Source: an optimization exercise on an open RTL-to-GDS flow (aim: small area). Production flows keep margins and buffers that such runs may drop. The RTL was checked by simulation tests, not by an equivalence proof against the original design. Power and IR drop assume default switching activity.

==> flow/design.v (outline; a module is shown in full before it is edited, if it fits) <==
// module qr_fa: 4 lines
// module qr_ha: 4 lines
// module qr_out: 19 lines
// module qr_hbf: 736 lines
// module qr_th: 902 lines
// module qr_engine: 4381 lines
// module qam_rx: 64 lines
module qam_rx(
    input clk,
    input reset,
    input [2:0] sw,
    input signed [17:0] rf_in,
    output signed [17:0] dec_var_i,
    output signed [17:0] dec_var_q
);
  // ...
==> flow/run.sh <==
#!/bin/bash
# synth_recipe.tcl (not shown) runs the flow's synth.tcl, then flattens the netlist and writes it again
# the make line also repeats each setting of config.mk as NAME=value (left out here)
make -C /OpenROAD-flow-scripts/flow DESIGN_CONFIG=/design/flow/config.mk WORK_HOME=/design/flow/orfs CLKGATE_MAP_FILE= SYNTH_SCRIPT=/design/flow/synth_recipe.tcl finish
==> flow/config.mk <==
export PLATFORM = sky130hd
export DESIGN_NAME = qam_rx
export DESIGN_NICKNAME = qam_rx
export VERILOG_FILES = /design/flow/design.v
export SDC_FILE = /design/flow/constraint.sdc
export NUM_CORES = 8
export LEC_CHECK = 0
export CAP_MARGIN = 20
export CORE_MARGIN = 2
export CORE_UTILIZATION = 70
export CTS_CLUSTER_DIAMETER = 80
export CTS_CLUSTER_SIZE = 30
export SLEW_MARGIN = 20
export SYNTH_HIERARCHICAL = 1
export SYNTH_MINIMUM_KEEP_SIZE = 0
==> flow/constraint.sdc <==
create_clock -name core_clock -period 12.0 [get_ports {clk}]
set_input_delay 2.4000 -clock core_clock [delete_from_list [all_inputs] [get_ports {clk}]]
set_output_delay 2.4000 -clock core_clock [all_outputs]
set_load 0.01 [all_outputs]
==> summary.md, run 1 <==
| Metric | Value |
|---|---|
| Status | complete, no violations |
| Max incr delay on CP | ~650 ps |
| Commonest non-fill, non-tap cell in the layout | dfxtp_1 |
| Clock buf count | 375 |
| RR Startpoint | ph[0] |
| Final Setup Violations | 0 |
| PwrDens | 305 nW/µm² |
| Multi-input combinational area share | 42.9% |
| Clock sink count | 6064 |
| Worst setup startpoint | ph[0] |
| Nonclk buf count | 170 |
| Fillers | 22200 |
| Crit Path Max Fanout | 9 |
| Most frequent CP cell | fa_1 |
| Final clock-cell share | 3.13% |
| Initial core utilization | 70.4% |
| Core Region | 373000 µm² |
| Crit path buffers/inverters | 2 |
| Tap Cells | 4972 |
| Drt pass-1 iters | 10 |
| Largest net degree at the start of global routing | 156 |
| Tmin final | roughly 11000 ps |
| GRT Max-Usage Layer | met2 |
| Tot Pwr | 84900 µW |
| Max IR drop VDD | 0.0103 V |
| Max Used Layer | met5 |
| Top Ports | 59 |
| Combinational group share of total power | 57.2% |
| Final period util | 91.9% |
| Met2 usage | 55.4% |
| Logic power comb | 48500 µW |
| Largest class | registers |
| Inverter count | 1330 |
| Final net count | roughly 22000 |
| Net Sw Frac | about two fifths |
==> inputs of run 2 (changes only) <==
--- a/flow/config.mk
+++ b/flow/config.mk
@@ -9,7 +9,7 @@
 export CORE_MARGIN = 2
 export CORE_UTILIZATION = 70
 export CTS_CLUSTER_DIAMETER = 80
-export CTS_CLUSTER_SIZE = 30
+export CTS_CLUSTER_SIZE = 24
 export SLEW_MARGIN = 20
 export SYNTH_HIERARCHICAL = 1
 export SYNTH_MINIMUM_KEEP_SIZE = 0
==> run 2 against run 1 <==
Flip-flop and latch count is the same. Sequential power is essentially flat. Clock skew rose by 29 ps. Clock-buffer cell count is 73 higher. Clock power grew 5%. Worst hold slack worse by 11 ps. First-iteration DRC count decreased by 0.16%. Global-route usage grew 0.19 points. Synthesized area unchanged. Sequential share of layout area fell by 0.17 points. Critical path type unchanged.
==> summary.md, run 2 <==
| Metric | Value |
|---|---|
| Commonest non-fill, non-tap cell in the layout | dfxtp_1 |
| Setup slack, reg-to-reg | approximately 1000 ps |
| Place WS | 1210 ps |
| Syn_area_per_cell | 15.4 µm² |
| Final period util | 91.3% (-0.56 points) |
| Internal power | 51700 µW |
| Die area | between 300000 and 400000 µm² |
| Startpoint Class | register |
| Final Setup Violations | 0 (unchanged) |
| Most frequent cells in the layout | dfxtp_1 (4469), fa_1 (3394), edfxtp_1 (1590), ha_1 (1457), inv_1 (1328) |
| DIE WIDTH | 616 µm |
| First-pass GRT wire length | about 1000 mm |
| Layout cells sized above 1 | 10.2% |
| DRC violations left | 0 |
| Initial core utilization | 70.4% (unchanged) |
| Crit Path Max Fanout | 9 (unchanged) |
| Root buf cell | clkbuf_16 |
| RSZ-0062 raised after global routing | no |
| Clock power share | between 10% and 20% |
| Syn Inst Count | 17000 |
| Tmin final | 10960 ps (-67.6 ps) |
| Max IR drop VDD | 0.0103 V (+0.40%) |
| Dominant delay contributor by cell family on the critical path | adder cells |
| Final Max Slew Viols | 0 |
| Worst Slack Setup Final | 1040 ps |
| Antenna-violating nets left | 0 |
| Net Sw Frac | 39.6% (-0.14 points) |
| Number of buffers created by CTS | 311 |
| Endpoints failing hold | 0 |
| Htree depth | 5 |
| Postcts setup bufs | 0 |
| Top flop regs | HI.xf (170), HQ.xf (153) |
| Total grt overflow | 0 |
| Max incr delay on CP | 650 ps (about the same) |
| FP Rows | 224 |
| CTS clk-pin slew, worst paths | 100 ps |
| Tightest Hold Check Type | register to register |
| Max FFs per register | 170 |
| Vias per cell | just under 6 |
| CTS Buffer Depth | 4 |
| Worst-Skew Late Latency | 1020 ps |
| Vias in the first global route | 143000 |
| Post-CTS sizing | 0 |
| Worst EP required | around 13000 ps |
| GPL Wtd Cong | 1.05 |
| Syn Std Cell Area | 263000 µm² |
| Tot Pwr | 85600 µW (+0.87%) |
| Setup tns final | 0 ps |
| CTS tree | yes |
| Leakage | roughly 0.11 µW |
| Max Clock Freq | about 91 MHz |
| Area grow syn2layout | 6.18% |
| CP arrival | roughly 12000 ps |
| Routed wire length | 687 mm |
| Top reg by flops | HI.xf |
| Kind of end point of the critical path | register |
| # port buffers | 58 |
| Post-route cell area | 279000 µm² |
| Synth warn | 11 |
| Clock sink count | 6064 (unchanged) |
| Drt pass-1 iters | 10 (unchanged) |
| Max_slew headroom | roughly 20% |
| Sw power | approximately 34000 µW |
| GRT Overall Usage | 37.1% |
| Combinational group share of total power | 56.7% (-0.5 points) |
| Status | complete, no violations |
| Hold_buf cts | 0 |
| Final net count | 22000 (+0.21%) |
| Tightest Pin Transition | 1190 ps |
| PwrDens | 307 nW/µm² (+0.53%) |
| Setup CP Type | register to register |
| DP Wirelength | 553 mm |
| Most frequent CP cell | fa_1 |
| Layout Skew | 86.7 ps |
| Crit path buffers/inverters | 2 (unchanged) |
| Initial DRC Count | 14300 |
| Initial antenna violation count | 41 |
| Post-DP Area | 269000 µm² |
| Max-cap violation count | 0 |
| Flop pwr share | 29.5% |
| Routed via count | 133000 |
| Core Region | 373000 µm² (unchanged) |
| Largest net degree at the start of global routing | 156 (unchanged) |
| Top Ports | 59 (unchanged) |
| Die Y-Extent | 616 µm |
| CP max-delay cell | dfxtp_1 |
| Wire per inst | 30.7 µm |
-- run 2: metrics by stage --
| stage | cells | hold WS [ps] | util [%] |
|---|---|---|---|
| finish | 22400 | 280 | 74.8 |
| global route | 22300 | 294 | 74.8 |
| CTS | 22300 | 281 | 74.8 |
| detailed placement | 21800 | 312 | 72.2 |
| global placement | 21800 | 310 | 72.2 |
| floorplan | 17000 | 310 | - |
-- run 2: path summary, 6_finish.rpt --
check / from / endpoint / depth (start not counted)
max: ph[0] / EQ.A0[12] / 30
min: EI.rg96[4] / EI.rg96[8] / 0
max reg2reg: ph[0] / EQ.A0[12] / 30
min reg2reg: EI.rg96[4] / EI.rg96[8] / 0
-- run 2: area by class of cell --
class / instances / area [µm²]
clock inverters: 66 / 1200
repair buffers: 171 / 1500
fillers: 22000 / 94000
diodes: 22 / 55.1
multi-input cells: 9289 / 119000
well taps: 4972 / 6220
flip-flops and latches: 6064 / 137000
clock buffers: 448 / 8400
inverters: 1330 / 4990
-- run 2: metal layers --
layer	track usage, %	wire length (µm)	vias to the layer above
met4	9.98	22000	26
met2	55.7	307000	5654
met5	0	143	-
li1	-	-	56700
met1	53.3	284000	70100
met3	11.4	73900	1044
-- run 2: power groups by stage --
| stage | clock network [µW] | registers [µW] | logic (µW) |
|---|---|---|---|
| after floorplan | 0 | 26500 | 37400 |
| after global placement | 0 | 25800 | 47200 |
| after global routing | 12600 | 25200 | 54100 |
| final | 11800 | 25200 | 48600 |
| after detailed placement | 0 | 25700 | 48100 |
| after CTS | 11900 | 25200 | 48800 |

## re-timing with driven ports
No port has a modelled driver above. Below, the same layouts with a new extraction and two added sets of constraints. Step 1 assumes that a clkbuf_16 drives the clock port and a buf_2 every other input. Step 2 moves the port delays by t, midway between the first and last clock arrival at a register: inputs arrive t later, outputs are due t later. That takes back most of the time a late clock gives input paths. a / b / c = ideal / step 1 / step 2; a / b = the first two.
run	t, ns	slack for setup (ns)	worst setup path after step 2	worst slew at a driven data input, ns
run 1	1.069	0.973 / 0.973 / 0.973	register to register	0.23
run 2	1.089	1.040 / 1.040 / 1.040	register to register	0.22
After both steps every run listed still meets setup and hold.
